Source: an optimization exercise on an open RTL-to-GDS flow (aim: small area, a short achievable clock period and few clock cycles). Production flows keep margins and buffers that such runs may drop. Function was checked by simulation only, so behaviour that the tests miss may differ from the original. Power is estimated from default activity; no workload was simulated.

==> design.v <==
module if_stage
(
    input wire clk,
    input wire rst_n,
    output wire ice,               
    output reg [31:0] pc,          
    output wire [31:0] iaddr,      
    input wire [31:0] jump_addr_1,  
    input wire [31:0] jump_addr_2,  
    input wire [31:0] jump_addr_3,  
    input wire [1:0] jtsel,         
    output wire [31:0] pc_plus_4,
    input wire [3:0] stall
);
wire [31:0] pc_next;  
assign pc_plus_4 = (rst_n) ? pc + 4 : 32'h00000000;
assign pc_next = (jtsel == 2'b00) ? pc_plus_4 :
                    (jtsel == 2'b01) ? jump_addr_1 :
                    (jtsel == 2'b10) ? jump_addr_3 :
                    (jtsel == 2'b11) ? jump_addr_2 : 32'h00000000;
wire ce = (!rst_n) ? 1'b0 : 1'b1;
assign ice = (stall [1] == 1'b1) ? 0 : ce;
always @(posedge clk or negedge rst_n) begin
    if (!rst_n) begin
        pc <= 32'h00000000;  
    end
    else begin
        if (stall[0] == 1'b0) begin
            pc <= pc_next;
        end
    end
end
assign iaddr = (ice) ? pc : 32'h00000000;
endmodule
module ifid_reg(
    input wire clk,
    input wire rst_n,
    input wire [31:0] if_pc,         
    output reg [31:0] id_pc,         
    input wire [31:0] if_pc_plus_4,  
    output reg [31:0] id_pc_plus_4,  
    input wire [3:0] stall
);
    always @(posedge clk or negedge rst_n) begin
        if(!rst_n) begin
            id_pc <= 32'h0000_3000;
            id_pc_plus_4 <= 32'h0000_3000;
        end else if (stall[1] == 1'b1 && stall[2] == 1'b0) begin
            id_pc <= 32'h0000_0000;
            id_pc_plus_4 <= 32'h0000_0000;
        end
        else if (stall[1] == 1'b0) begin
            id_pc <= if_pc;
            id_pc_plus_4 <= if_pc_plus_4;
        end
    end
endmodule
module id_stage(
    input wire rst_n,
    input wire [31:0] id_inst_i,
    input wire [31:0] id_pc_i,  
    input wire [31:0] rd1,
    input wire [31:0] rd2,
    output wire [2:0] id_alutype_o,   
    output wire [7:0] id_aluop_o,     
    output wire       id_whilo_o,     
    output wire       id_mreg_o,      
    output wire       id_wreg_o,      
    output wire [4:0] id_wa_o,        
    output wire [31:0] id_din_o,      
    output wire [31:0] id_src1_o,
    output wire [31:0] id_src2_o,
    output wire rreg1,
    output wire rreg2,
    output wire [4:0] ra1,
    output wire [4:0] ra2,
    input wire exe2id_wreg,
    input wire [4:0] exe2id_wa,
    input wire [31:0] exe2id_wd,
    input wire mem2id_wreg,
    input wire [4:0] mem2id_wa,
    input wire [31:0] mem2id_wd,
    input wire [31:0] pc_plus_4,  
    output wire [31:0] jump_addr_1,  
    output wire [31:0] jump_addr_2,  
    output wire [31:0] jump_addr_3,  
    output wire [1:0] jtsel ,    
    output wire [31:0] ret_addr,
    input wire exe2id_mreg,
    input wire mem2id_mreg,
    output wire stallreq_id
);
wire [31:0] id_inst = {id_inst_i[7:0], id_inst_i[15:8], id_inst_i[23:16], id_inst_i[31:24]};
wire [5:0] op = id_inst[31:26];
wire [4:0] rs = id_inst[25:21];
wire [4:0] rt = id_inst[20:16];
wire [4:0] rd = id_inst[15:11];
wire [4:0] sa = id_inst[10:6];
wire [5:0] funct = id_inst[5:0];
wire [15:0] imm = id_inst[15:0];
wire [1:0] fwrd1 = (rst_n == 1'b0) ? 2'b00 : 
                    (exe2id_wreg && exe2id_wa == ra1 && rreg1 && ra1 != 5'b0) ? 2'b01 : 
                    (mem2id_wreg && mem2id_wa == ra1 && rreg1 && ra1 != 5'b0) ? 2'b10 :
                    (rreg1) ? 2'b11 : 2'b00;
wire [1:0] fwrd2 = (rst_n == 1'b0) ? 2'b00 :
                    (exe2id_wreg && exe2id_wa == ra2 && rreg2 && ra2 != 5'b0) ? 2'b01 : 
                    (mem2id_wreg && mem2id_wa == ra2 && rreg2 && ra2 != 5'b0) ? 2'b10 :
                    (rreg2) ? 2'b11 : 2'b00;
assign id_din_o = (rst_n == 1'b0) ? 32'b0 :
                    (fwrd2 == 2'b01) ? exe2id_wd :
                    (fwrd2 == 2'b10) ? mem2id_wd :
                    (fwrd2 == 2'b11) ? rd2 : 32'b0;
wire inst_reg  = ~|op;
wire inst_div = inst_reg & ~funct[5] &  funct[4] &  funct[3] & ~funct[2] & funct[1] & ~funct[0];
wire inst_add  = inst_reg & funct[5] & ~funct[4] & ~funct[3] & ~funct[2] & ~funct[1] & ~funct[0];
wire inst_subu = inst_reg & funct[5] & ~funct[4] & ~funct[3] & ~funct[2] &  funct[1] &  funct[0];
wire inst_slt  = inst_reg & funct[5] & ~funct[4] &  funct[3] & ~funct[2] &  funct[1] & ~funct[0];
wire inst_and  = inst_reg & funct[5] & ~funct[4] & ~funct[3] &  funct[2] & ~funct[1] & ~funct[0];
wire inst_mult = inst_reg & ~funct[5] &  funct[4] &  funct[3] & ~funct[2] & ~funct[1] & ~funct[0];
wire inst_mfhi = inst_reg & ~funct[5] &  funct[4] & ~funct[3] & ~funct[2] & ~funct[1] & ~funct[0];
wire inst_mflo = inst_reg & ~funct[5] &  funct[4] & ~funct[3] & ~funct[2] &  funct[1] & ~funct[0];
wire inst_sll  = inst_reg & ~funct[5] & ~funct[4] & ~funct[3] & ~funct[2] & ~funct[1] & ~funct[0];
wire inst_ori  = ~op[5] & ~op[4] &  op[3] &  op[2] & ~op[1] &  op[0];
wire inst_lui  = ~op[5] & ~op[4] &  op[3] &  op[2] &  op[1] &  op[0];
wire inst_addiu= ~op[5] & ~op[4] &  op[3] & ~op[2] & ~op[1] &  op[0];
wire inst_sltiu= ~op[5] & ~op[4] &  op[3] & ~op[2] &  op[1] &  op[0];
wire inst_lb   =  op[5] & ~op[4] & ~op[3] & ~op[2] & ~op[1] & ~op[0];
wire inst_lw   =  op[5] & ~op[4] & ~op[3] & ~op[2] &  op[1] &  op[0];
wire inst_sb   =  op[5] & ~op[4] &  op[3] & ~op[2] & ~op[1] & ~op[0];
wire inst_sw   =  op[5] & ~op[4] &  op[3] & ~op[2] &  op[1] &  op[0];
wire inst_i = ~op[5] & ~op[4] & ~op[3] & ~op[2] & op[1] & ~op[0];
wire inst_jal = ~op[5] & ~op[4] & ~op[3] & ~op[2] & op[1] & op[0];
wire inst_jr = inst_reg & ~funct[5] & ~funct[4] & funct[3] & ~funct[2] & ~funct[1] & ~funct[0];
wire inst_beq = ~op[5] & ~op[4] & ~op[3] & op[2] & ~op[1] & ~op[0];
wire inst_ben = ~op[5] & ~op[4] & ~op[3] & op[2] & ~op[1] & op[0];
wire equ = (rst_n == 1'b0) ?1'b0 :
            (inst_beq) ? (id_src1_o == id_src2_o) :
            (inst_ben) ? (id_src1_o != id_src2_o) :
            1'b0;
assign id_alutype_o[2] = (rst_n == 1'b0) ? 1'b0 : (inst_sll | inst_i | inst_jal | inst_jr | inst_beq | inst_ben);
assign id_alutype_o[1] = (rst_n == 1'b0) ? 1'b0 : (inst_and | inst_mfhi | inst_mflo | inst_ori | inst_lui);
assign id_alutype_o[0] = (rst_n == 1'b0) ? 1'b0 : (inst_add | inst_subu | inst_slt | inst_mfhi | inst_mflo | inst_addiu | inst_sltiu | inst_lb | inst_lw | inst_sb | inst_sw | inst_i | inst_jal | inst_jr | inst_beq | inst_ben);
assign id_aluop_o[7] = (rst_n == 1'b0) ? 1'b0 : (inst_lb | inst_lw | inst_sb | inst_sw);
assign id_aluop_o[6] = 1'b0;
assign id_aluop_o[5] = (rst_n == 1'b0) ? 1'b0 : (inst_slt | inst_sltiu | inst_i | inst_jal | inst_jr | inst_beq | inst_ben);
assign id_aluop_o[4] = (rst_n == 1'b0) ? 1'b0 : (inst_add | inst_subu | inst_and | inst_mult | inst_sll | inst_ori | inst_addiu | inst_lb | inst_lw | inst_sb | inst_sw | inst_beq | inst_ben | inst_div);
assign id_aluop_o[3] = (rst_n == 1'b0) ? 1'b0 : (inst_add | inst_subu | inst_and | inst_mfhi | inst_mflo | inst_ori | inst_addiu | inst_sb | inst_sw | inst_i | inst_jal | inst_jr);
assign id_aluop_o[2] = (rst_n == 1'b0) ? 1'b0 : (inst_slt | inst_and | inst_mult | inst_mfhi | inst_mflo | inst_ori | inst_lui | inst_sltiu |inst_i | inst_jal | inst_jr | inst_div);
assign id_aluop_o[1] = (rst_n == 1'b0) ? 1'b0 : (inst_subu | inst_slt | inst_sltiu | inst_lw | inst_sw | inst_jal | inst_div);
assign id_aluop_o[0] = (rst_n == 1'b0) ? 1'b0 : (inst_subu | inst_mflo | inst_sll | inst_ori | inst_lui | inst_addiu | inst_sltiu | inst_jr | inst_ben);
assign id_wreg_o = (rst_n == 1'b0) ? 1'b0 : (inst_add | inst_subu | inst_slt | inst_and | inst_mfhi | inst_mflo | inst_sll | inst_ori | inst_lui | inst_addiu | inst_sltiu | inst_lb | inst_lw | inst_jal);
assign id_whilo_o = (rst_n == 1'b0) ? 1'b0 : (inst_mult | inst_div);
assign id_mreg_o = (rst_n == 1'b0) ? 1'b0 : (inst_lb | inst_lw);
wire shift = inst_sll;
wire immsel = inst_ori | inst_lui | inst_addiu | inst_sltiu | inst_lb | inst_lw | inst_sb | inst_sw;
wire rtsel  = inst_ori | inst_lui | inst_addiu | inst_sltiu | inst_lb | inst_lw;
wire sext   = inst_addiu | inst_sltiu | inst_lb | inst_lw | inst_sb | inst_sw;
wire upper  = inst_lui;
assign rreg1 = (rst_n == 1'b0) ? 1'b0 : (inst_add | inst_subu | inst_slt | inst_and | inst_mult | inst_ori | inst_addiu | inst_sltiu | inst_lb | inst_lw | inst_sb | inst_sw | inst_jr | inst_beq | inst_ben | inst_div);
assign rreg2 = (rst_n == 1'b0) ? 1'b0 : (inst_add | inst_subu | inst_slt | inst_and | inst_mult | inst_sll | inst_sb | inst_sw | inst_beq | inst_ben | inst_div);
assign ra1 = (rst_n == 1'b0) ? 5'b0 : rs;
assign ra2 = (rst_n == 1'b0) ? 5'b0 : rt;
wire jal = inst_jal;
assign jtsel[1] = inst_jr | inst_beq & equ | inst_ben & equ;
assign jtsel[0] = inst_i | inst_jal | inst_beq & equ | inst_ben & equ;
wire [31:0] imm_ext = (rst_n == 1'b0) ? 32'b0 :
                      (upper ? (imm << 16) : (sext ? {{16{imm[15]}}, imm} : {16'b0, imm}));
assign id_wa_o = (rst_n == 1'b0) ? 5'b0 :
                    (rtsel) ? rt :
                    (jal) ? 5'b11111 :
                    rd;
assign id_src1_o = (rst_n == 1'b0) ? 32'b0 : 
                    (shift) ? {27'b0, sa} :
                    (fwrd1 == 2'b01) ? exe2id_wd :
                    (fwrd1 == 2'b10) ? mem2id_wd :
                    (fwrd1 == 2'b11) ? rd1 : 32'b0;
assign id_src2_o = (rst_n == 1'b0) ? 32'b0 :
                    (immsel) ? imm_ext :
                    (fwrd2 == 2'b01) ? exe2id_wd :
                    (fwrd2 == 2'b10) ? mem2id_wd :
                    (fwrd2 == 2'b11) ? rd2 : 32'b0;
wire [31:0] pc_plus_8 = pc_plus_4 + 4;
wire [25:0] instr_index = id_inst[25:0];
wire [31:0] imm_jump = {{14{imm[15]}}, imm, 2'b00};
assign jump_addr_1 = {pc_plus_4[31:28], instr_index, 2'b00};
assign jump_addr_2 = pc_plus_8 + imm_jump;
assign jump_addr_3 = id_src1_o;
assign ret_addr = pc_plus_8;
assign stallreq_id = (rst_n == 1'b0) ? 1'b0 :
                        (((exe2id_wreg && exe2id_wa == ra1 && rreg1) || (exe2id_wreg && exe2id_wa == ra2 &&rreg2)) && (exe2id_mreg)) ? 1'b1 :
                        (((mem2id_wreg && mem2id_wa == ra1 && rreg1) || (mem2id_wreg && mem2id_wa == ra2 && rreg2)) && (mem2id_mreg)) ? 1'b1 : 1'b0;
endmodule
module regfile(
    input wire clk,
    input wire rst_n,
    input wire [4:0] wa,        
    input wire [31:0] wd,       
    input wire we,              
    input wire re1,             
    input wire [4:0] ra1,       
    output reg [31:0] rd1,      
    input wire re2,             
    input wire [4:0] ra2,       
    output reg [31:0] rd2       
);
reg [31:0] rf [0:31];  
integer i;
always @(posedge clk or negedge rst_n) begin
    if (!rst_n) begin
        for (i = 0; i < 32; i = i + 1) begin
            rf[i] <= 32'b0;
        end
    end else if (we ) begin
        rf[wa] <= wd;
    end
end
always @(*) begin
    if (!re1) begin
        rd1 = 32'b0;
    end else if (ra1 == 5'b0) begin
        rd1 = 32'b0;
    end else if (re1 && we && wa == ra1) begin
        rd1 = wd;
    end else begin
        rd1 = rf[ra1];
    end
end
always @(*) begin
    if (!re2) begin
        rd2 = 32'b0;
    end else if (ra2 == 5'b0) begin
        rd2 = 32'b0;
    end else if (re2 && we && wa == ra2) begin
        rd2 = wd;
    end else begin
        rd2 = rf[ra2];
    end
end
endmodule
module idexe_reg(
    input wire clk,
    input wire rst_n,
    input wire [2:0] id_alutype,   
    input wire [7:0] id_aluop,     
    input wire [31:0] id_src1,     
    input wire [31:0] id_src2,     
    input wire [4:0] id_wa,        
    input wire id_wreg,            
    input wire id_mreg,            
    input wire [31:0] id_din,      
    input wire id_whilo,           
    output reg [2:0] exe_alutype,
    output reg [7:0] exe_aluop,
    output reg [31:0] exe_src1,
    output reg [31:0] exe_src2,
    output reg [4:0] exe_wa,
    output reg exe_wreg,
    output reg exe_mreg,
    output reg [31:0] exe_din,
    output reg exe_whilo,
    input wire [31:0] id_ret_addr,
    output reg [31:0] exe_ret_addr,
    input wire [3:0] stall
);
always @(posedge clk or negedge rst_n) begin
    if (!rst_n) begin
        exe_alutype <= 3'b0;
        exe_aluop   <= 8'b0;
        exe_src1    <= 32'b0;
        exe_src2    <= 32'b0;
        exe_wa      <= 5'b0;
        exe_wreg    <= 1'b0;
        exe_mreg    <= 1'b0;
        exe_din     <= 32'b0;
        exe_whilo   <= 1'b0;
        exe_ret_addr <= 32'b0;
    end else if (stall[2] == 1'b1 && stall[3] == 1'b0) begin
        exe_alutype <= 3'b000;
        exe_aluop   <= 8'h16;
        exe_src1    <= 32'b0;
        exe_src2    <= 32'b0;
        exe_wa      <= 5'b0;
        exe_wreg    <= 1'b0;
        exe_mreg    <= 1'b0;
        exe_din     <= 32'b0;
        exe_whilo   <= 1'b0;
        exe_ret_addr <= 32'b0;
    end
    else if (stall[2] == 1'b0) begin
        exe_alutype <= id_alutype;
        exe_aluop   <= id_aluop;
        exe_src1    <= id_src1;
        exe_src2    <= id_src2;
        exe_wa      <= id_wa;
        exe_wreg    <= id_wreg;
        exe_mreg    <= id_mreg;
        exe_din     <= id_din;
        exe_whilo   <= id_whilo;
        exe_ret_addr <= id_ret_addr;
    end
end
endmodule
module exe_stage(
    input wire rst_n,
    input wire [2:0] exe_alutype_i,
    input wire [7:0] exe_aluop_i,
    input wire [31:0] exe_src1_i,
    input wire [31:0] exe_src2_i,
    input wire [4:0] exe_wa_i,
    input wire exe_wreg_i,
    input wire exe_mreg_i,
    input wire [31:0] exe_din_i,
    input wire exe_whilo_i,
    input wire [31:0] hi_i,
    input wire [31:0] lo_i,
    output wire [7:0] exe_aluop_o,
    output wire [4:0] exe_wa_o,
    output wire [31:0] exe_wd_o,
    output wire exe_wreg_o,
    output wire exe_mreg_o,
    output wire exe_whilo_o,
    output wire [31:0] exe_din_o,
    output wire [63:0] exe_hilo_o,
    input wire mem_2exe_whilo,
    input wire [63:0] mem_2exe_hilo,
    input wire wb2exe_whilo,
    input wire [63:0] wb2exe_hilo,
    input wire [31:0] ret_addr,
    input wire clk,
    output wire stallreq_exe
);
    wire [31:0] logicres = (rst_n == 1'b0) ? 32'b0 :
        (exe_aluop_i == 8'h1C) ? (exe_src1_i & exe_src2_i) :  
        (exe_aluop_i == 8'h1D) ? (exe_src1_i | exe_src2_i) :  
        (exe_aluop_i == 8'h05) ? exe_src2_i : 32'b0;          
    wire [31:0] shiftres = (rst_n == 1'b0) ? 32'b0 :
        (exe_aluop_i == 8'h11) ? (exe_src2_i << exe_src1_i) : 32'b0;  
    wire [31:0] hi_t = (rst_n == 1'b0) ? 32'b0 : 
                        (mem_2exe_whilo) ? mem_2exe_hilo[63:32] :
                        (wb2exe_whilo) ? wb2exe_hilo[63:32] : hi_i;
    wire [31:0] lo_t = (rst_n == 1'b0) ? 32'b0 : 
                        (mem_2exe_whilo) ? mem_2exe_hilo[31:0] :
                        (wb2exe_whilo) ? wb2exe_hilo[31:0] : lo_i;
    wire [31:0] moveres = (rst_n == 1'b0) ? 32'b0 :
        (exe_aluop_i == 8'h0C) ? hi_t :  
        (exe_aluop_i == 8'h0D) ? lo_t : 32'b0;  
    wire [31:0] arithres = (rst_n == 1'b0) ? 32'b0 :
        (exe_aluop_i == 8'h18) ? (exe_src1_i + exe_src2_i) :  
        (exe_aluop_i == 8'h90) ? (exe_src1_i + exe_src2_i) :  
        (exe_aluop_i == 8'h92) ? (exe_src1_i + exe_src2_i) :  
        (exe_aluop_i == 8'h98) ? (exe_src1_i + exe_src2_i) :  
        (exe_aluop_i == 8'h9A) ? (exe_src1_i + exe_src2_i) :  
        (exe_aluop_i == 8'h19) ? (exe_src1_i + exe_src2_i) :  
        (exe_aluop_i == 8'h1B) ? (exe_src1_i + (~exe_src2_i) + 1) :  
        (exe_aluop_i == 8'h26) ? (($signed(exe_src1_i) < $signed(exe_src2_i)) ? 32'b1 : 32'b0) :  
        (exe_aluop_i == 8'h27) ? ((exe_src1_i < exe_src2_i) ? 32'b1 : 32'b0) : 32'b0;  
    wire [63:0] mulres = $signed(exe_src1_i) * $signed(exe_src2_i);
    reg  [63:0] divres;
    reg  [5:0]  div_cnt;
    reg  [1:0]  state;
    reg         div_ready;
    reg  [31:0] dividend_reg, divisor_reg;
    reg  [31:0] quotient, remainder;
    reg         div_sign;
    reg         busy;
    wire        div_start = (rst_n == 1'b0) ? 1'b0 : ((exe_aluop_i == 8'h16) && (div_ready == 1'b0)) ? 1'b1 : 1'b0;
    assign stallreq_exe = (rst_n == 1'b0) ? 1'b0 : ((exe_aluop_i == 8'h16) && (div_ready == 1'b0)) ? 1'b1 : 1'b0;
    always @(posedge clk) begin
        if (!rst_n) begin
            state     <= 2'b00;
            div_ready <= 1'b0;
            divres    <= 64'b0;
            busy      <= 1'b0;
            div_cnt   <= 6'd0;
            quotient  <= 32'b0;
            remainder <= 32'b0;
            dividend_reg <= 32'b0;
            divisor_reg  <= 32'b0;
            div_sign     <= 1'b0;
        end else begin
            case (state)
            2'b00: begin  
                if (div_start) begin
                    state <= 2'b10;
                    busy  <= 1'b1;
                    div_ready <= 1'b0;
                    div_cnt   <= 6'd0;
                    div_sign <= exe_src1_i[31] ^ exe_src2_i[31];
                    dividend_reg <= exe_src1_i[31] ? (~exe_src1_i + 1) : exe_src1_i;
                    divisor_reg  <= exe_src2_i[31] ? (~exe_src2_i + 1) : exe_src2_i;
                    quotient     <= 32'b0;
                    remainder    <= 32'b0;
                end else begin
                    div_ready <= 1'b0;
                    divres    <= 64'b0;
                    busy      <= 1'b0;
                end
            end
            2'b10: begin  
                if (div_cnt < 6'd32) begin
                    {remainder, dividend_reg} = {remainder, dividend_reg} << 1;
                    if (remainder[31:0] >= divisor_reg) begin
                        remainder = remainder - divisor_reg;
                        quotient[31-div_cnt] = 1'b1;
                    end
                    div_cnt = div_cnt + 1;
                end else begin
                    if (div_sign) quotient = ~quotient + 1;
                    if (exe_src1_i[31]) remainder = ~remainder + 1;
                    divres <= {remainder, quotient};
                    div_ready <= 1'b1;
                    state <= 2'b11;
                    busy  <= 1'b0;
                end
            end
            2'b11: begin  
                if (!div_start) begin
                    state     <= 2'b00;
                    div_ready <= 1'b0;
                end
            end
            endcase
        end
    end
    assign exe_hilo_o = (rst_n == 1'b0) ? 64'b0 :
        (exe_aluop_i == 8'h14) ? mulres :
        (exe_aluop_i == 8'h16) ? divres : 64'b0;
    assign exe_aluop_o = (rst_n == 1'b0) ? 8'b0 : exe_aluop_i;
    assign exe_wa_o    = (rst_n == 1'b0) ? 5'b0 : exe_wa_i;
    assign exe_wreg_o  = (rst_n == 1'b0) ? 1'b0 : exe_wreg_i;
    assign exe_mreg_o  = (rst_n == 1'b0) ? 1'b0 : exe_mreg_i;
    assign exe_whilo_o = (rst_n == 1'b0) ? 1'b0 : exe_whilo_i;
    assign exe_din_o   = (rst_n == 1'b0) ? 32'b0 : exe_din_i;
    assign exe_wd_o = (rst_n == 1'b0) ? 32'b0 :
        (exe_alutype_i == 3'b010) ? logicres :  
        (exe_alutype_i == 3'b100) ? shiftres :  
        (exe_alutype_i == 3'b011) ? moveres  :  
        (exe_alutype_i == 3'b001) ? arithres :  
        (exe_alutype_i == 3'b101) ? ret_addr :
        32'b0;
endmodule
module exemem_reg(
    input wire clk,
    input wire rst_n,
    input wire [7:0] exe_aluop,     
    input wire [4:0] exe_wa,        
    input wire [31:0] exe_wd,       
    input wire exe_wreg,            
    input wire exe_mreg,            
    input wire exe_whilo,           
    input wire[31:0] exe_din,       
    input wire[63:0] exe_hilo,      
    output reg [7:0] mem_aluop,
    output reg [4:0] mem_wa,
    output reg [31:0] mem_wd,
    output reg mem_wreg,
    output reg mem_mreg,
    output reg mem_whilo,
    output reg [31:0] mem_din,
    output reg [63:0] mem_hilo,
    input wire [3:0] stall
);
always @(posedge clk or negedge rst_n) begin
    if (!rst_n) begin
        mem_aluop  <= 8'b0;
        mem_wa     <= 5'b0;
        mem_wd     <= 32'b0;
        mem_wreg   <= 1'b0;
        mem_mreg   <= 1'b0;
        mem_whilo  <= 1'b0;
        mem_din    <= 32'b0;
        mem_hilo   <= 64'b0;
    end else if (stall[3] == 1'b1) begin
        mem_aluop  <= 8'h11;
        mem_wa     <= 5'b00000;
        mem_wd     <= 32'b0;
        mem_wreg   <= 1'b0;
        mem_mreg   <= 1'b0;
        mem_whilo  <= 1'b0;
        mem_din    <= 32'b0;
        mem_hilo   <= 64'b0;
    end
    else if (stall[3] == 1'b0) begin
        mem_aluop  <= exe_aluop;
        mem_wa     <= exe_wa;
        mem_wd     <= exe_wd;
        mem_wreg   <= exe_wreg;
        mem_mreg   <= exe_mreg;
        mem_whilo  <= exe_whilo;
        mem_din    <= exe_din;
        mem_hilo   <= exe_hilo;
    end
end
endmodule
module mem_stage(
    input wire rst_n,
    input wire [7:0] mem_aluop_i,     
    input wire [4:0] mem_wa_i,        
    input wire mem_wreg_i,            
    input wire mem_mreg_i,            
    input wire [31:0] mem_wd_i,       
    input wire [31:0] mem_din_i,      
    input wire [63:0] mem_hilo_i,     
    input wire mem_whilo_i,           
    output wire [31:0] mem_dreg_o,
    output wire [4:0] mem_wa_o,
    output wire mem_wreg_o,
    output wire mem_mreg_o,
    output wire [3:0] dre,
    output wire mem_whilo_o,
    output wire [63:0] mem_hilo_o,
    output wire dce,
    output wire [31:0] daddr,         
    output wire [31:0] din,           
    output wire [3:0] we              
);
    wire inst_lb = (mem_aluop_i == 8'h90);
    wire inst_lw = (mem_aluop_i == 8'h92);
    wire inst_sb = (mem_aluop_i == 8'h98);
    wire inst_sw = (mem_aluop_i == 8'h9A);
    assign dre[3] = (rst_n == 1'b0) ? 1'b0 : (((inst_lb | inst_sb) & (mem_wd_i[1:0] == 2'b00)) | inst_lw | inst_sw);
    assign dre[2] = (rst_n == 1'b0) ? 1'b0 : (((inst_lb | inst_sb) & (mem_wd_i[1:0] == 2'b01)) | inst_lw | inst_sw);
    assign dre[1] = (rst_n == 1'b0) ? 1'b0 : (((inst_lb | inst_sb) & (mem_wd_i[1:0] == 2'b10)) | inst_lw | inst_sw);
    assign dre[0] = (rst_n == 1'b0) ? 1'b0 : (((inst_lb | inst_sb) & (mem_wd_i[1:0] == 2'b11)) | inst_lw | inst_sw);
    assign dce = (rst_n == 1'b0) ? 1'b0 : (inst_lb | inst_lw | inst_sb | inst_sw);
    assign daddr = (rst_n == 1'b0) ? 32'b0 : mem_wd_i;
    wire [3:0] we_internal;
    assign we_internal[3] = (rst_n == 1'b0) ? 1'b0 : ((inst_sb | inst_sw) ? dre[3] : 1'b0);
    assign we_internal[2] = (rst_n == 1'b0) ? 1'b0 : ((inst_sb | inst_sw) ? dre[2] : 1'b0);
    assign we_internal[1] = (rst_n == 1'b0) ? 1'b0 : ((inst_sb | inst_sw) ? dre[1] : 1'b0);
    assign we_internal[0] = (rst_n == 1'b0) ? 1'b0 : ((inst_sb | inst_sw) ? dre[0] : 1'b0);
    assign we = we_internal;
    wire [31:0] din_reverse = {mem_din_i[7:0], mem_din_i[15:8], mem_din_i[23:16], mem_din_i[31:24]};
    wire [31:0] din_byte    = {mem_din_i[7:0], mem_din_i[7:0], mem_din_i[7:0], mem_din_i[7:0]};
    assign din = (rst_n == 1'b0) ? 32'b0 :
                 (we == 4'b1111) ? din_reverse :
                 (we == 4'b1000) ? din_byte :
                 (we == 4'b0100) ? din_byte :
                 (we == 4'b0010) ? din_byte :
                 (we == 4'b0001) ? din_byte : 32'b0;
    assign mem_wa_o    = (rst_n == 1'b0) ? 5'b0  : mem_wa_i;
    assign mem_wreg_o  = (rst_n == 1'b0) ? 1'b0  : mem_wreg_i;
    assign mem_dreg_o  = (rst_n == 1'b0) ? 32'b0 : mem_wd_i;
    assign mem_whilo_o = (rst_n == 1'b0) ? 1'b0  : mem_whilo_i;
    assign mem_hilo_o  = (rst_n == 1'b0) ? 64'b0 : mem_hilo_i;
    assign mem_mreg_o  = (rst_n == 1'b0) ? 1'b0  : mem_mreg_i;
endmodule
module memwb_reg(
    input wire clk,
    input wire rst_n,
    input wire [31:0] mem_dreg,     
    input wire [4:0] mem_wa,        
    input wire mem_wreg,            
    input wire mem_mreg,            
    input wire [3:0] dre,
    input wire mem_whilo,           
    input wire [63:0] mem_hilo,     
    output reg [31:0] wb_dreg,
    output reg [4:0] wb_wa,
    output reg wb_wreg,
    output reg wb_mreg,
    output reg [3:0] wb_dre,
    output reg wb_whilo,
    output reg [63:0] wb_hilo
);
always @(posedge clk or negedge rst_n) begin
    if (!rst_n) begin
        wb_dreg   <= 32'b0;
        wb_wa     <= 5'b0;
        wb_wreg   <= 1'b0;
        wb_mreg   <= 1'b0;
        wb_dre    <= 4'b0;
        wb_whilo  <= 1'b0;
        wb_hilo   <= 64'b0;
    end else begin
        wb_dreg   <= mem_dreg;
        wb_wa     <= mem_wa;
        wb_wreg   <= mem_wreg;
        wb_mreg   <= mem_mreg;
        wb_dre    <= dre;
        wb_whilo  <= mem_whilo;
        wb_hilo   <= mem_hilo;
    end
end
endmodule
module wb_stage(
    input wire rst_n,
    input wire [4:0] wb_wa_i,        
    input wire wb_wreg_i,            
    input wire [31:0] wb_dreg_i,     
    input wire wb_mreg_i,            
    input wire [3:0] wb_dre_i,       
    input wire wb_whilo_i,           
    input wire [63:0] wb_hilo_i,     
    input wire [31:0] dm,            
    output wire [4:0] wb_wa_o,
    output wire wb_wreg_o,
    output wire [31:0] wb_wd_o,
    output wire wb_whilo_o,
    output wire [63:0] wb_hilo_o
);
    assign wb_wa_o    = (rst_n == 1'b0) ? 5'b0 : wb_wa_i;
    assign wb_wreg_o  = (rst_n == 1'b0) ? 1'b0 : wb_wreg_i;
    assign wb_whilo_o = (rst_n == 1'b0) ? 1'b0 : wb_whilo_i;
    assign wb_hilo_o  = (rst_n == 1'b0) ? 64'b0 : wb_hilo_i;
    wire [31:0] data = (rst_n == 1'b0) ? 32'b0 :
        (wb_dre_i == 4'b1111) ? {dm[7:0], dm[15:8], dm[23:16], dm[31:24]} :
        (wb_dre_i == 4'b1000) ? {{24{dm[31]}}, dm[31:24]} :
        (wb_dre_i == 4'b0100) ? {{24{dm[23]}}, dm[23:16]} :
        (wb_dre_i == 4'b0010) ? {{24{dm[15]}}, dm[15:8 ]} :
        (wb_dre_i == 4'b0001) ? {{24{dm[7 ]}}, dm[7 :0 ]} : 32'b0;
    assign wb_wd_o = (rst_n == 1'b0) ? 32'b0 :
        (wb_mreg_i ? data : wb_dreg_i);
endmodule
module hilo(
    input wire clk,
    input wire rst_n,
    input wire we,
    input wire [31:0] hi_i,
    input wire [31:0] lo_i,
    output reg [31:0] hi_o,
    output reg [31:0] lo_o
);
always @(posedge clk or negedge rst_n) begin
    if (!rst_n) begin
        hi_o <= 32'h0;
        lo_o <= 32'h0;
    end
    else if (we) begin
        hi_o <= hi_i;
        lo_o <= lo_i;
    end
end
endmodule
module scu(
    input wire rst_n,
    input wire stallreq_id,
    input wire stallreq_exe,
    output wire [3:0] stall
);
reg [3:0] stall_r;
assign stall = (rst_n) ? stall_r : 4'b0000;
always @(*) begin
    if (rst_n == 1'b0)
        stall_r = 4'b0000;
    else if (stallreq_exe === 1'b1)
        stall_r = 4'b1111;
    else if (stallreq_id === 1'b1)
        stall_r = 4'b0111;
    else
        stall_r = 4'b0000;
end
endmodule
module top(
    input wire clk,
    input wire rst_n,
    output wire [31:0] iaddr,
    output wire ice,
    input wire [31:0] inst,
    output wire dce,
    output wire [31:0] daddr,
    output wire [3:0] we,
    output wire [31:0] din,
    input wire [31:0] dm
);
wire [31:0] pc;
wire [31:0] id_pc_i;
wire re1;
wire [4:0] ra1;
wire [31:0] rd1;
wire re2;
wire [4:0] ra2;
wire [31:0] rd2;
wire [7:0] id_aluop_o;
wire [2:0] id_alutype_o;
wire [31:0] id_src1_o;
wire [31:0] id_src2_o;
wire id_wreg_o;
wire [4:0] id_wa_o;
wire whilo_o;
wire mreg_o;
wire [31:0] id_din_o;
wire [7:0] exe_aluop_i;
wire [2:0] exe_alutype_i;
wire [31:0] exe_src1_i;
wire [31:0] exe_src2_i;
wire exe_wreg_i;
wire [4:0] exe_wa_i;
wire whilo_i;
wire mreg_i;
wire [31:0] exe_din_i;
wire [31:0] hi_i;
wire [31:0] lo_i;
wire [7:0] exe_aluop_o;
wire exe_wreg_o;
wire [4:0] exe_wa_o;
wire [31:0] exe_wd_o;
wire exe_mreg_o;
wire [31:0] exe_din_o;
wire exe_whilo_o;
wire [63:0] exe_hilo_o;
wire [7:0] mem_aluop_i;
wire mem_wreg_i;
wire [4:0] mem_wa_i;
wire [31:0] mem_wd_i;
wire mem_mreg_i;
wire [31:0] mem_din_i;
wire mem_whilo_i;
wire [63:0] mem_hilo_i;
wire mem_wreg_o;
wire [4:0] mem_wa_o;
wire [31:0] mem_dreg_o;
wire mem_mreg_o;
wire [3:0] mem_dre_o;
wire mem_whilo_o;
wire [63:0] mem_hilo_o;
wire wb_wreg_i;
wire [4:0] wb_wa_i;
wire [31:0] wb_dreg_i;
wire wb_mreg_i;
wire [3:0] wb_dre_i;
wire wb_whilo_i;
wire [63:0] wb_hilo_i;
wire [4:0] wb_wa_o;
wire [31:0] wb_wd_o;
wire wb_wreg_o;
wire wb_whilo_o;
wire [63:0] wb_hilo_o;
wire [31:0] jump_addr_1;
wire [31:0] jump_addr_2;
wire [31:0] jump_addr_3;
wire [1:0] jtsel;
wire [31:0] ret_addr;
wire [31:0] pc_plus_4;
wire [31:0] id_pc_plus_4;
wire [31:0] id_ret_addr;
wire [3:0] stall;
wire stallreq_id;
wire stallreq_exe;
if_stage if_stage(
    .clk(clk),
    .rst_n(rst_n),
    .ice(ice),
    .iaddr(iaddr),
    .pc(pc),
    .pc_plus_4(pc_plus_4),
    .jump_addr_1(jump_addr_1),
    .jump_addr_2(jump_addr_2),
    .jump_addr_3(jump_addr_3),
    .jtsel(jtsel),
    .stall(stall)
);
ifid_reg ifid_reg(
    .clk(clk),
    .rst_n(rst_n),
    .if_pc(pc),
    .id_pc(id_pc_i),
    .if_pc_plus_4(pc_plus_4),
    .id_pc_plus_4(id_pc_plus_4),
    .stall(stall)
);
id_stage id_stage(
    .rst_n(rst_n),
    .id_inst_i(inst),
    .id_pc_i(id_pc_i),
    .rd1(rd1),
    .rd2(rd2),
    .ra1(ra1),
    .ra2(ra2),
    .rreg1(re1),
    .rreg2(re2),
    .id_aluop_o(id_aluop_o),
    .id_alutype_o(id_alutype_o),
    .id_src1_o(id_src1_o),
    .id_src2_o(id_src2_o),
    .id_wreg_o(id_wreg_o),
    .id_wa_o(id_wa_o),
    .id_whilo_o(whilo_o),
    .id_mreg_o(mreg_o),
    .id_din_o(id_din_o),
    .exe2id_wa(exe_wa_o),
    .exe2id_wreg(exe_wreg_o),
    .exe2id_wd(exe_wd_o),
    .mem2id_wa(mem_wa_o),
    .mem2id_wreg(mem_wreg_o),
    .mem2id_wd(mem_dreg_o),
    .jump_addr_1(jump_addr_1),
    .jump_addr_2(jump_addr_2),
    .jump_addr_3(jump_addr_3),
    .jtsel(jtsel),
    .ret_addr(ret_addr),
    .pc_plus_4(id_pc_plus_4),
    .exe2id_mreg(exe_mreg_o),
    .mem2id_mreg(mem_mreg_o),
    .stallreq_id(stallreq_id)
);
regfile regfile(
    .clk(clk),
    .rst_n(rst_n),
    .re1(re1),
    .ra1(ra1),
    .rd1(rd1),
    .re2(re2),
    .ra2(ra2),
    .rd2(rd2),
    .we(wb_wreg_o),
    .wa(wb_wa_o),
    .wd(wb_wd_o)
);
idexe_reg id_exe_reg(
    .clk(clk),
    .rst_n(rst_n),
    .id_alutype(id_alutype_o),
    .id_aluop(id_aluop_o),
    .id_src1(id_src1_o),
    .id_src2(id_src2_o),
    .id_wreg(id_wreg_o),
    .id_wa(id_wa_o),
    .id_whilo(whilo_o),
    .id_mreg(mreg_o),
    .id_din(id_din_o),
    .exe_alutype(exe_alutype_i),
    .exe_aluop(exe_aluop_i),
    .exe_src1(exe_src1_i),
    .exe_src2(exe_src2_i),
    .exe_wreg(exe_wreg_i),
    .exe_wa(exe_wa_i),
    .exe_whilo(whilo_i),
    .exe_mreg(mreg_i),
    .exe_din(exe_din_i),
    .id_ret_addr(ret_addr),
    .exe_ret_addr(id_ret_addr),
    .stall(stall)
);
exe_stage exe_stage(
    .rst_n(rst_n),
    .exe_alutype_i(exe_alutype_i),
    .exe_aluop_i(exe_aluop_i),
    .exe_src1_i(exe_src1_i),
    .exe_src2_i(exe_src2_i),
    .exe_wreg_i(exe_wreg_i),
    .exe_wa_i(exe_wa_i),
    .exe_whilo_i(whilo_i),
    .exe_mreg_i(mreg_i),
    .exe_din_i(exe_din_i),
    .hi_i(hi_i),
    .lo_i(lo_i),
    .exe_aluop_o(exe_aluop_o),
    .exe_wreg_o(exe_wreg_o),
    .exe_wa_o(exe_wa_o),
    .exe_wd_o(exe_wd_o),
    .exe_mreg_o(exe_mreg_o),
    .exe_din_o(exe_din_o),
    .exe_whilo_o(exe_whilo_o),
    .exe_hilo_o(exe_hilo_o),
    .mem_2exe_whilo(mem_whilo_o),
    .mem_2exe_hilo(mem_hilo_o),
    .wb2exe_whilo(wb_whilo_o),
    .wb2exe_hilo(wb_hilo_o),
    .ret_addr(id_ret_addr),
    .clk(clk),
    .stallreq_exe(stallreq_exe)
    );
exemem_reg exe_mem_reg(
    .clk(clk),
    .rst_n(rst_n),
    .exe_aluop(exe_aluop_o),
    .exe_wa(exe_wa_o),
    .exe_wd(exe_wd_o),
    .exe_wreg(exe_wreg_o),
    .exe_mreg(exe_mreg_o),
    .exe_din(exe_din_o),
    .exe_whilo(exe_whilo_o),
    .exe_hilo(exe_hilo_o),
    .mem_aluop(mem_aluop_i),
    .mem_wa(mem_wa_i),
    .mem_wd(mem_wd_i),
    .mem_wreg(mem_wreg_i),
    .mem_mreg(mem_mreg_i),
    .mem_din(mem_din_i),
    .mem_whilo(mem_whilo_i),
    .mem_hilo(mem_hilo_i),
    .stall(stall)
);
mem_stage mem_stage(
    .rst_n(rst_n),
    .mem_aluop_i(mem_aluop_i),
    .mem_wa_i(mem_wa_i),
    .mem_wreg_i(mem_wreg_i),
    .mem_mreg_i(mem_mreg_i),
    .mem_wd_i(mem_wd_i),
    .mem_din_i(mem_din_i),
    .mem_hilo_i(mem_hilo_i),
    .mem_whilo_i(mem_whilo_i),
    .mem_dreg_o(mem_dreg_o),
    .mem_wa_o(mem_wa_o),
    .mem_wreg_o(mem_wreg_o),
    .mem_mreg_o(mem_mreg_o),
    .dre(mem_dre_o),
    .mem_whilo_o(mem_whilo_o),
    .mem_hilo_o(mem_hilo_o),
    .dce(dce),
    .daddr(daddr),
    .din(din),
    .we(we)
);
memwb_reg mem_wb_reg(
    .clk(clk),
    .rst_n(rst_n),
    .mem_dreg(mem_dreg_o),
    .mem_wa(mem_wa_o),
    .mem_wreg(mem_wreg_o),
    .mem_mreg(mem_mreg_o),
    .dre(mem_dre_o),
    .mem_whilo(mem_whilo_o),
    .mem_hilo(mem_hilo_o),
    .wb_dreg(wb_dreg_i),
    .wb_wa(wb_wa_i),
    .wb_wreg(wb_wreg_i),
    .wb_mreg(wb_mreg_i),
    .wb_dre(wb_dre_i),
    .wb_whilo(wb_whilo_i),
    .wb_hilo(wb_hilo_i)
);
wb_stage wb_stage(
    .rst_n(rst_n),
    .wb_dreg_i(wb_dreg_i),
    .wb_wa_i(wb_wa_i),
    .wb_wreg_i(wb_wreg_i),
    .wb_mreg_i(wb_mreg_i),
    .wb_dre_i(wb_dre_i),
    .wb_whilo_i(wb_whilo_i),
    .wb_hilo_i(wb_hilo_i),
    .dm(dm),
    .wb_wa_o(wb_wa_o),
    .wb_wd_o(wb_wd_o),
    .wb_wreg_o(wb_wreg_o),
    .wb_whilo_o(wb_whilo_o),
    .wb_hilo_o(wb_hilo_o)
);
hilo hilo_reg(
    .clk(clk),
    .rst_n(rst_n),
    .hi_i(wb_hilo_o[63:32]),
    .lo_i(wb_hilo_o[31:0]),
    .hi_o(hi_i),
    .lo_o(lo_i),
    .we(wb_whilo_o)
);
scu scu(
    .rst_n(rst_n),
    .stall(stall),
    .stallreq_id(stallreq_id),
    .stallreq_exe(stallreq_exe)
);
endmodule
==> run.sh <==
#!/bin/bash
# synth_recipe.tcl (not shown) runs the flow's synth.tcl, then flattens the netlist and writes it again
# the make line also repeats each setting of config.mk as NAME=value (left out here)
make -C /OpenROAD-flow-scripts/flow DESIGN_CONFIG=/design/flow/config.mk WORK_HOME=/design/flow/orfs CLKGATE_MAP_FILE= SYNTH_SCRIPT=/design/flow/synth_recipe.tcl finish
==> config.mk <==
export PLATFORM = sky130hd
export DESIGN_NAME = top
export DESIGN_NICKNAME = top
export VERILOG_FILES = /design/flow/design.v
export SDC_FILE = /design/flow/constraint.sdc
export NUM_CORES = 8
export LEC_CHECK = 0
export CAP_MARGIN = 20
export CORE_MARGIN = 2
export CORE_UTILIZATION = 40
export SLEW_MARGIN = 20
==> constraint.sdc <==
create_clock -name core_clock -period 10.0 [get_ports {clk}]
set_input_delay 2.0000 -clock core_clock [delete_from_list [all_inputs] [get_ports {clk}]]
set_output_delay 2.0000 -clock core_clock [all_outputs]
set_load 0.01 [all_outputs]
==> run_summary.xml <==
<?xml version="1.0" encoding="UTF-8"?>
<metrics>
  <group name="drt">
    <metric name="first_pass_iters" unit="">10</metric>
    <metric name="drtAntennaViolNets" unit="">0</metric>
    <metric name="drt-initial-drc-count" unit="">22590</metric>
    <metric name="num_vias" unit="">129200</metric>
    <metric name="vias_per_cell" unit="">6.567</metric>
    <metric name="drcViolationCount" unit="">0</metric>
    <metric name="detail_route.wl_per_cell" unit="µm">34.99</metric>
    <metric name="detail_route.wirelength" unit="µm">688300</metric>
  </group>
  <group name="cells_and_area">
    <metric name="top_register" unit="">regfile.rf</metric>
    <metric name="area_delta_synth_final" unit="%">12.51</metric>
    <metric name="finish.net_count" unit="">16640</metric>
    <metric name="final_layout_size_suffix_gt1_frac" unit="">0.09445</metric>
    <metric name="largest_reg_flops" unit="">992</metric>
    <metric name="layout.area.seq" unit="µm²">42020</metric>
    <metric name="filler_cell_count" unit="">32380</metric>
    <metric name="post-route-util" unit="">0.4518</metric>
    <metric name="multiInputGateArea" unit="µm²">80610</metric>
  </group>
  <group name="critical_path">
    <metric name="timing.critical_path.to" unit="">exe_mem_reg.mem_hilo[61]$_DFF_PN0_</metric>
    <metric name="worst-endpoint-required" unit="ps">10750</metric>
    <metric name="setup.reg_to_reg.worst_slack" unit="ps">470</metric>
    <metric name="timing.critical_path.mode_cell" unit="">sky130_fd_sc_hd__fa_1</metric>
    <metric name="arr_time_crit_path" unit="ps">10280</metric>
    <metric name="worst-setup-path-type" unit="">flop to flop</metric>
    <metric name="reg2reg_from" unit="">id_exe_reg.exe_src1[27]$_DFFE_PN0P_</metric>
    <metric name="cpPeakStageDelay" unit="ps">1100</metric>
    <metric name="crit_path_end_kind" unit="">flop</metric>
    <metric name="origin_of_the_worst_setup_path" unit="">id_exe_reg.exe_src1[27]$_DFFE_PN0P_</metric>
    <metric name="reg2reg_depth" unit="">33</metric>
    <metric name="critPathSlowestCell" unit="">sky130_fd_sc_hd__dfrtp_1</metric>
    <metric name="worst-path-max-fanout" unit="">16</metric>
    <metric name="start_kind" unit="">flop</metric>
    <metric name="r2r-end" unit="">exe_mem_reg.mem_hilo[61]$_DFF_PN0_</metric>
  </group>
  <group name="synth">
    <metric name="ys_seq_area_frac" unit="">0.3198</metric>
    <metric name="synth.yosys.warnings" unit="">10</metric>
    <metric name="postSynthCellCount" unit="">15220</metric>
    <metric name="synth_top_cell_area_share" unit="">0.2886</metric>
    <metric name="ys_seq_elements" unit="">1719</metric>
    <metric name="synthesis.nets" unit="">16730</metric>
    <metric name="mappedNetlistArea" unit="µm²">131400</metric>
    <metric name="post_synth_main_area_contributors" unit="">sky130_fd_sc_hd__dfrtp_1 (29%), sky130_fd_sc_hd__fa_1 (17%), sky130_fd_sc_hd__nand2_1 (7.0%)</metric>
    <metric name="yosysUniqueCellTypes" unit="">111</metric>
    <metric name="synth-edff-count" unit="">0</metric>
    <metric name="netlist.top_cell.by_area" unit="">sky130_fd_sc_hd__dfrtp_1</metric>
    <metric name="postSynthAreaPerCell" unit="µm²">8.631</metric>
    <metric name="synthFlopType" unit="">sky130_fd_sc_hd__dfrtp_1</metric>
    <metric name="async_reset_ff_frac" unit="">0.8825</metric>
  </group>
  <group name="sta">
    <metric name="tmin_final" unit="ps">9529</metric>
    <metric name="fin_ws" unit="ps">470.7</metric>
    <metric name="timing_max_transition_violations_final" unit="">0</metric>
    <metric name="max-slew-margin-rel" unit="">0.05944</metric>
    <metric name="tightestPinTransition" unit="ps">1407</metric>
    <metric name="timing.hold.ws" unit="ps">443.2</metric>
    <metric name="post_route_skew" unit="ps">92.54</metric>
    <metric name="timing.setup.tns" unit="ps">0</metric>
    <metric name="final_min_period_over_clock_period" unit="">0.9529</metric>
    <metric name="timing.final.hold_violations" unit="">0</metric>
    <metric name="finalSetupViolations" unit="">0</metric>
    <metric name="grt_setup_unrepaired" unit="">no</metric>
    <metric name="fmax" unit="MHz">104.9</metric>
  </group>
  <group name="clock_tree">
    <metric name="cts-htree-levels" unit="">4</metric>
    <metric name="cts_tree" unit="">yes</metric>
    <metric name="ctsRootBufferMaster" unit="">sky130_fd_sc_hd__clkbuf_16</metric>
    <metric name="cts.sink_count" unit="">1719</metric>
    <metric name="cts_max_path_buffers" unit="">4</metric>
    <metric name="postCtsHoldBufs" unit="">0</metric>
    <metric name="cts_resized" unit="">0</metric>
    <metric name="post_cts_buffers" unit="">0</metric>
    <metric name="cts_inserted_buffers" unit="">195</metric>
    <metric name="clock_insertion_delay_worst_skew" unit="ps">930</metric>
    <metric name="path_clk_slew" unit="ps">60</metric>
  </group>
  <group name="placement">
    <metric name="finalWeightedCongestion" unit="">1.075</metric>
    <metric name="dpl_worst_slack" unit="ps">417.0</metric>
    <metric name="buffer_ports.inserted" unit="">167</metric>
    <metric name="dp_hpwl" unit="µm">501000</metric>
  </group>
  <group name="global_route">
    <metric name="globalRouteMet1Util" unit="">0.5465</metric>
    <metric name="antenna_found_initial" unit="">86</metric>
    <metric name="grt_start_max_net_pins" unit="">141</metric>
    <metric name="global_route.usage.met2" unit="">0.5304</metric>
    <metric name="global_route.usage.met3" unit="">0.1791</metric>
    <metric name="number_of_global_route_vias_before_repair" unit="">120000</metric>
    <metric name="grt_busiest_layer" unit="">met1</metric>
    <metric name="global_route_wire_length_before_repair" unit="µm">956900</metric>
    <metric name="grt_use_total" unit="">0.4055</metric>
    <metric name="grt_remaining_overflow" unit="">0</metric>
  </group>
  <group name="floorplanning">
    <metric name="initial_utilization" unit="">0.4015</metric>
    <metric name="core_region_area" unit="µm²">327100</metric>
    <metric name="boundaryPins" unit="">168</metric>
    <metric name="site_rows" unit="">210</metric>
    <metric name="die-width" unit="µm">577.1</metric>
    <metric name="die_height" unit="µm">577.1</metric>
    <metric name="design.die.area" unit="µm²">333000</metric>
  </group>
  <group name="min_path">
    <metric name="timing.hold.worst_path_depth" unit="">2</metric>
    <metric name="worstHoldPathType" unit="">flop to flop</metric>
  </group>
  <group name="power_and_ir_drop">
    <metric name="ir_worst_vdd" unit="µV">134.6</metric>
    <metric name="pwr_density_cell" unit="nW/µm²">108.0</metric>
    <metric name="leakagePower" unit="nW">63.46</metric>
  </group>
  <group name="flow_run">
    <metric name="max_cap_viol_count" unit="">0</metric>
  </group>
  <group name="status">
    <metric name="status" unit="">complete, no violations</metric>
  </group>
</metrics>
synthesized netlist by cell type, types with 88 or more instances:
cell type	count
sky130_fd_sc_hd__dfxtp_1	202
sky130_fd_sc_hd__clkbuf_1	985
sky130_fd_sc_hd__a21oi_1	556
sky130_fd_sc_hd__buf_1	150
sky130_fd_sc_hd__and3_1	266
sky130_fd_sc_hd__nor2_1	960
sky130_fd_sc_hd__a22o_1	92
sky130_fd_sc_hd__ha_1	357
sky130_fd_sc_hd__nand2_1	2452
sky130_fd_sc_hd__a31oi_1	88
sky130_fd_sc_hd__and2_1	182
sky130_fd_sc_hd__xor2_1	128
sky130_fd_sc_hd__a22oi_1	718
sky130_fd_sc_hd__o21ai_0	1442
sky130_fd_sc_hd__nor3_1	135
sky130_fd_sc_hd__inv_1	1328
sky130_fd_sc_hd__o22ai_1	126
sky130_fd_sc_hd__nand3_1	332
sky130_fd_sc_hd__a221oi_1	113
sky130_fd_sc_hd__a211oi_1	113
sky130_fd_sc_hd__xnor2_1	219
sky130_fd_sc_hd__dfrtp_1	1515
sky130_fd_sc_hd__fa_1	1086
sky130_fd_sc_hd__a21o_1	90
sky130_fd_sc_hd__nand4_1	189
cell type report:
cell class              instances  share of cell area
inverters                    1370             0.03492
well taps                    4346             0.03679
clock buffers                 266             0.03799
diodes                         50           0.0008466
clock inverters                79            0.007162
flip-flops and latches       1719              0.2844
multi-input cells           10940              0.5455
repair buffers                903             0.05247
how the worst min path moves through the flow:
stage                                       from                            endpoint  slack (ps)
2_1_floorplan  exe_stage.divres[58]$_SDFFE_PN0P_  exe_mem_reg.mem_hilo[58]$_DFF_PN0_         410
3_3_place_gp   exe_stage.divres[58]$_SDFFE_PN0P_  exe_mem_reg.mem_hilo[58]$_DFF_PN0_         430
3_5_place_dp   exe_stage.divres[58]$_SDFFE_PN0P_  exe_mem_reg.mem_hilo[58]$_DFF_PN0_         440
4_1_cts        exe_stage.divres[58]$_SDFFE_PN0P_  exe_mem_reg.mem_hilo[58]$_DFF_PN0_         450
5_1_grt        exe_stage.divres[58]$_SDFFE_PN0P_  exe_mem_reg.mem_hilo[58]$_DFF_PN0_         480
6_report       exe_stage.divres[58]$_SDFFE_PN0P_  exe_mem_reg.mem_hilo[58]$_DFF_PN0_         440
per-stage QoR:
stage | instance area (µm²) | instances | total power [mW]
floorplan | 131400 | 15220 | 7.539
global placement | 140800 | 19280 | 8.183
detailed placement | 140900 | 19280 | 8.180
CTS | 147500 | 19620 | 15.86
global route | 147700 | 19630 | 16.20
finish | 147800 | 19670 | 15.97
cells in the final DEF (no fill, tap or decap), types with 41 or more instances in the layout:
| cell | netlist | layout |
|---|---|---|
| sky130_fd_sc_hd__a22oi_1 | 718 | 718 |
| sky130_fd_sc_hd__or3_1 | 71 | 70 |
| sky130_fd_sc_hd__xor2_1 | 128 | 128 |
| sky130_fd_sc_hd__mux2_2 | 69 | 69 |
| sky130_fd_sc_hd__a21oi_1 | 556 | 544 |
| sky130_fd_sc_hd__ha_1 | 357 | 357 |
| sky130_fd_sc_hd__mux2i_1 | 46 | 46 |
| sky130_fd_sc_hd__a211oi_1 | 113 | 113 |
| sky130_fd_sc_hd__nor4_1 | 60 | 55 |
| sky130_fd_sc_hd__nand2b_1 | 75 | 72 |
| sky130_fd_sc_hd__a22o_1 | 92 | 92 |
| sky130_fd_sc_hd__a31oi_1 | 88 | 86 |
| sky130_fd_sc_hd__dfxtp_1 | 202 | 202 |
| sky130_fd_sc_hd__diode_2 | 0 | 50 |
| sky130_fd_sc_hd__and3_1 | 266 | 266 |
| sky130_fd_sc_hd__buf_12 | 0 | 41 |
| sky130_fd_sc_hd__and2_1 | 182 | 167 |
| sky130_fd_sc_hd__o22ai_1 | 126 | 125 |
| sky130_fd_sc_hd__nor2_1 | 960 | 906 |
| sky130_fd_sc_hd__nor2_4 | 0 | 47 |
| sky130_fd_sc_hd__a2111oi_0 | 62 | 60 |
| sky130_fd_sc_hd__o21ai_0 | 1442 | 1439 |
| sky130_fd_sc_hd__nor2b_1 | 66 | 62 |
| sky130_fd_sc_hd__inv_1 | 1328 | 1326 |
| sky130_fd_sc_hd__fa_1 | 1086 | 1086 |
| sky130_fd_sc_hd__nand2_1 | 2452 | 2418 |
| sky130_fd_sc_hd__o211ai_1 | 73 | 73 |
| sky130_fd_sc_hd__clkbuf_16 | 0 | 201 |
| sky130_fd_sc_hd__dfrtp_1 | 1515 | 1502 |
| sky130_fd_sc_hd__xnor2_1 | 219 | 219 |
| sky130_fd_sc_hd__clkdlybuf4s50_1 | 0 | 164 |
| sky130_fd_sc_hd__o31ai_1 | 82 | 80 |
| sky130_fd_sc_hd__nor3_1 | 135 | 130 |
| sky130_fd_sc_hd__buf_4 | 1 | 692 |
| sky130_fd_sc_hd__nand4_1 | 189 | 189 |
| sky130_fd_sc_hd__nand3_1 | 332 | 332 |
| sky130_fd_sc_hd__a21o_1 | 90 | 90 |
| sky130_fd_sc_hd__a221oi_1 | 113 | 113 |
power breakdown:
group	total [mW]	internal, mW	switching, mW
logic	1.12	0.264	0.859
registers	7.00	6.96	0.0408
clock network	7.84	4.54	3.30
total	16.0	11.8	4.20
worst max-delay path, delay by kind of cell, from the launching register on:
kind | cells | cell delay, ps
xor gates and xnor gates | 1 | 160
adders and majority gates | 9 | 4070
DFF | 1 | 1100
and+or+nand+nor | 3 | 450
AOI/OAI and AO/OA | 13 | 2750
buffers and inverters | 7 | 880
per-layer routing:
metal | wire length, µm | up-vias
li1 | - | 51990
met1 | 266200 | 64040
met2 | 261200 | 10500
met3 | 108800 | 2598
met4 | 51410 | 74
met5 | 666 | -
kinds of logic (layout without fill, tap and decap cells):
| group | Yosys count | after routing | synth area share |
|---|---|---|---|
| buffers and inverters | 2559 | 2618 | 0.07385 |
| other | 0 | 50 | 0 |
| AO/OA/AOI/OAI | 4010 | 4010 | 0.1972 |
| XOR/XNOR | 347 | 347 | 0.02314 |
| flip-flops | 1719 | 1719 | 0.3198 |
| multiplexers | 146 | 146 | 0.01456 |
| AND/OR/NAND/NOR | 4995 | 4995 | 0.1719 |
| adder cells (fa/ha/maj) | 1443 | 1443 | 0.1995 |
Testbench counts, summed over its fixed seeds: cycles 76,299.

[static timing again, ports no longer ideal]
The flow's constraints put no driver on any port. The routed layout listed below was extracted and timed again, unchanged, in two steps.
Step 1, drivers: a clkbuf_16 drives clk and a buf_2 each remaining input, both assumed.
Step 2 adds t to the input delays and takes it off the output delays; t is the mean of the earliest and latest rising clock arrival at the registers after step 1. Input paths then give back, and output paths get back, about the clock's delay inside the block.
Slacks: no drivers / after step 1 / after step 2; pairs: no drivers / after step 1.
t (ns): 0.986
setup slack, ns: 0.471 / 0.471 / 0.092
clock arrival spread, ns: 0.101 / 0.101
slew at the worst register clock pin (ns): 0.08 / 0.08
After both steps setup and hold are still met in this run. For this run, drivers alone change the setup slack by 0.000 ns; drivers and shift together by -0.379 ns.
